This is an optimization exercise on Yosys and OpenROAD, whose aim is small area, a short achievable clock period and few clock cycles per item, not a production implementation. In this exercise RTL edits were held to simulation tests only and were not proved equivalent to the original. Power and IR drop assume default switching activity.

==> flow/design.v (excerpt) <==
module conv_128_8_16_1(clk, reset, x_data, x_valid, x_ready, y_data, y_valid, y_ready);
For scale: about 2100 cells after synthesis, roughly 38 I/O pins, about 19000 µm² of cells after synthesis.
export LEC_CHECK = 0
export ABC_AREA = 1
export CAP_MARGIN = 20
export CORE_MARGIN = 2
export CORE_UTILIZATION = 40
export SLEW_MARGIN = 20
create_clock -name core_clock -period 10.0 [get_ports {clk}]
standard.sh (not shown) runs the stock make flow with config.mk's settings and CLKGATE_MAP_FILE= SYNTH_SCRIPT=/design/flow/synth_recipe.tcl, a recipe that flattens the netlist after the stock synthesis.
==> flow/flow/run.sh <==
#!/bin/bash
set -euo pipefail
bash standard.sh SETUP_SLACK_MARGIN=6.5 finish > standard_flow.log 2>&1
The starting point passed the timing, DRC and antenna checks.
Testbench counts at the start, summed over its fixed seeds: cycles 8,208, items 7,744.
==> next run, changes <==
==> flow/flow/run.sh (replaced) <==
#!/bin/bash
set -euo pipefail
bash standard.sh SETUP_SLACK_MARGIN=6 finish > standard_flow.log 2>&1
Final cell count falls by 3.3%; worst setup slack got worse by 0.28 ns; total power falls by 9.3%; area after synthesis does not change.
==> next run, changes <==
==> flow/flow/run.sh (replaced) <==
#!/bin/bash
set -euo pipefail
bash standard.sh SETUP_SLACK_MARGIN=6.25 finish > standard_flow.log 2>&1
Flip-flop and latch count does not change. Worst setup slack improved by 0.23 ns. Critical path depth came out higher by 3. Clock skew rose by 0.0087 ns. Maximum frequency rose by 6.2%. Via count came out higher by 1.3%.
==> next run, changes <==
==> flow/flow/run.sh (replaced) <==
#!/bin/bash
set -euo pipefail
bash standard.sh SETUP_SLACK_MARGIN=6.25 "BUFFER_PORTS_ARGS=-buffer_cell sky130_fd_sc_hd__buf_4" finish > standard_flow.log 2>&1
What happened:
- wire length decreases by about 2.2%
- total power decreases by about 3%
- clock-buffer cell count does not change
- clock skew increases by 0.0055 ns

## run A
conv_128_8_16_1, a different RTL version from the one above (not shown whole).
For scale: ~0.019 mm2 of cells after synthesis.
export LEC_CHECK = 0
export ABC_AREA = 1
export CAP_MARGIN = 20
export CORE_MARGIN = 2
export CORE_UTILIZATION = 40
export CTS_BUF_LIST = sky130_fd_sc_hd__clkbuf_8
export CTS_CLUSTER_DIAMETER = 100
export CTS_CLUSTER_SIZE = 30
export SLEW_MARGIN = 20
create_clock -name core_clock -period 10.0 [get_ports {clk}]
==> flow/flow/run.sh <==
#!/bin/bash
set -euo pipefail
bash standard.sh SETUP_SLACK_MARGIN=5.5 finish > standard_flow.log 2>&1
Testbench counts of run A, summed over its fixed seeds: cycles 8,208, items 7,744.
For run B, these inputs were changed with respect to run A:
- CORE_UTILIZATION: 40 -> 55
- Run B went all the way through synthesis, placement and routing and the layout is clean on timing, DRC and antenna.
- Number of global-route vias before repair down 163 in run B wrt run A
- Of run B and run A, the higher relative contribution of combinational cells to total power belongs to run B.
- Run B -> run A: share of the synthesized netlist area taken by xor and xnor gates delta 0, exact match
- Compared with run A, run B shows period utilization higher by 0.15 points.
Input changes introduced in run C (baseline for comparison: run B):
- CTS_BUF_LIST removed (was sky130_fd_sc_hd__clkbuf_8)
- CTS_CLUSTER_SIZE removed (was 30)
- CTS_CLUSTER_DIAMETER removed (was 100)
- CORE_UTILIZATION changed from 55 to 40
Notes after the runs:
Run C: flow completed, timing, DRC and antenna clean
Between run C and run B, share of the clock period used by the worst path is lower for run C, run B comes in above that.
Against run B, power density of the placed cells in run C rose slightly.
Lower shortest period the worst path allows goes to run C over run B.
Core util | run C vs run B | run C lower
Global-route usage delta for run C relative to run B: 7.4 points lower
As of run C, power had risen by a few percent compared to run B.
In the final reports, the cell area of run C is larger than that of run B.
Taking run C as 1.0, run B lands at 0.73 on die footprint.
> inputs changed (run C -> run D)
==> flow/flow/run.sh <==
#!/bin/bash
set -euo pipefail
bash standard.sh SETUP_SLACK_MARGIN=5.75 finish > standard_flow.log 2>&1
[summary]
The final reports for run D and run C show buffer share of cell area higher in the former.
Wire: run D routes more than run C
Run D vs. run C: maximum clock frequency now larger, area added between synthesis and finish rose by 2.3 points, number of combinational gates with multiple inputs shows an increase of about 0.34%.
Of run D and run C, the lower reg2reg setup slack belongs to run C.
Diff run C..run D | pre-CTS setup slack | negligible

conv_128_8_16_1, a different RTL version from the one above (not shown whole).
For scale: about 2100 cells after synthesis.
export LEC_CHECK = 0
export ABC_AREA = 1
export CAP_MARGIN = 20
export CORE_MARGIN = 2
export CORE_UTILIZATION = 55
export SLEW_MARGIN = 20
create_clock -name core_clock -period 10.0 [get_ports {clk}]
==> flow/flow/run.sh <==
#!/bin/bash
set -euo pipefail
bash standard.sh SETUP_SLACK_MARGIN=6.25 "BUFFER_PORTS_ARGS=-buffer_cell sky130_fd_sc_hd__buf_4" finish > standard_flow.log 2>&1
Testbench counts at the start, summed over its fixed seeds: cycles 8,208, items 7,744.
Rerun with:
CORE_UTILIZATION = 40   (was 55)
CTS_CLUSTER_DIAMETER = 60   (was default)
CTS_CLUSTER_SIZE = 30   (was default)
Effect: The new run completed without violations; routed wire length is higher by 2.3%; worst setup slack improved by 0.013 ns; cell area barely changes; total power fell by about 0.6%; sequential power is about the same; non-clock buffer count falls by 11; utilization is lower by 17 points; final cell count rose by about 5.5%.
Rerun with:
==> flow/flow/run.sh (replaced) <==
#!/bin/bash
set -euo pipefail
bash standard.sh SETUP_SLACK_MARGIN=6.25 finish > standard_flow.log 2>&1
CTS_CLUSTER_DIAMETER = default   (was 60)
CTS_CLUSTER_SIZE = default   (was 30)
Sequential power is about the same; power hardly moves; routed wire length drops by about 0.33%; worst setup slack loses 0.057 ns; register-to-register slack is worse by 0.02 ns.
Rerun with:
==> flow/flow/run.sh (replaced) <==
#!/bin/bash
set -euo pipefail
bash standard.sh SETUP_SLACK_MARGIN=6.25 "BUFFER_PORTS_ARGS=-buffer_cell sky130_fd_sc_hd__buf_4" finish > standard_flow.log 2>&1
CTS_BUF_LIST = sky130_fd_sc_hd__clkbuf_8   (was default)
After rerunning: The changed run completed without violations. Worst setup slack is better by 0.039 ns. Design area came out lower by about 1.5%. Routed wire length climbs by about 1.4%. Fmax rose by about 1.1%. Clock-buffer cell count is higher by 15.

[re-timing with driven ports]
The results above use ideal ports. As a check the final layouts listed here were re-extracted and re-timed, cells and wires unchanged.
Step 1: set_driving_cell puts a clkbuf_16 on clk and a buf_2 on each other input, an assumption about the parent block.
Step 2, shift: input delay + t, output delay - t, t = (earliest + latest rising clock arrival at the registers) / 2. This alone moves slack from input paths to output paths.
Three values: ideal, step 1, step 2; two values: the first two.
run | t, ns | slack for setup (ns) | clock arrival spread, ns | pins driven straight from the clock port
the first run of note 1 | 0.612 | 6.392 / 6.335 / 5.918 | 0.034 / 0.034 | 1
the second run of note 1 | 0.609 | 6.109 / 6.109 / 5.594 | 0.011 / 0.011 | 1
the third run of note 1 | 0.613 | 6.334 / 6.312 / 5.768 | 0.020 / 0.020 | 1
the fourth run of note 1 | 0.619 | 6.337 / 6.337 / 5.827 | 0.025 / 0.026 | 1
run A | 0.564 | 5.573 / 5.548 / 5.148 | 0.023 / 0.023 | 1
run B | 0.566 | 5.557 / 5.533 / 5.149 | 0.022 / 0.022 | 1
run C | 0.518 | 5.573 / 5.548 / 5.186 | 0.016 / 0.017 | 1
run D | 0.518 | 5.617 / 5.583 / 5.433 | 0.015 / 0.015 | 1
the first run of note 3 | 0.599 | 6.329 / 6.329 / 5.839 | 0.026 / 0.026 | 1
the second run of note 3 | 0.603 | 6.343 / 6.362 / 5.775 | 0.019 / 0.019 | 1
the third run of note 3 | 0.605 | 6.286 / 6.322 / 5.717 | 0.016 / 0.016 | 1
the fourth run of note 3 | 0.649 | 6.326 / 6.326 / 5.743 | 0.034 / 0.034 | 1
After both steps setup and hold are still met in every run listed. The setup slack of the fourth run of note 3, which loses most, moves by 0.000 ns with the drivers and by -0.583 ns with both steps.
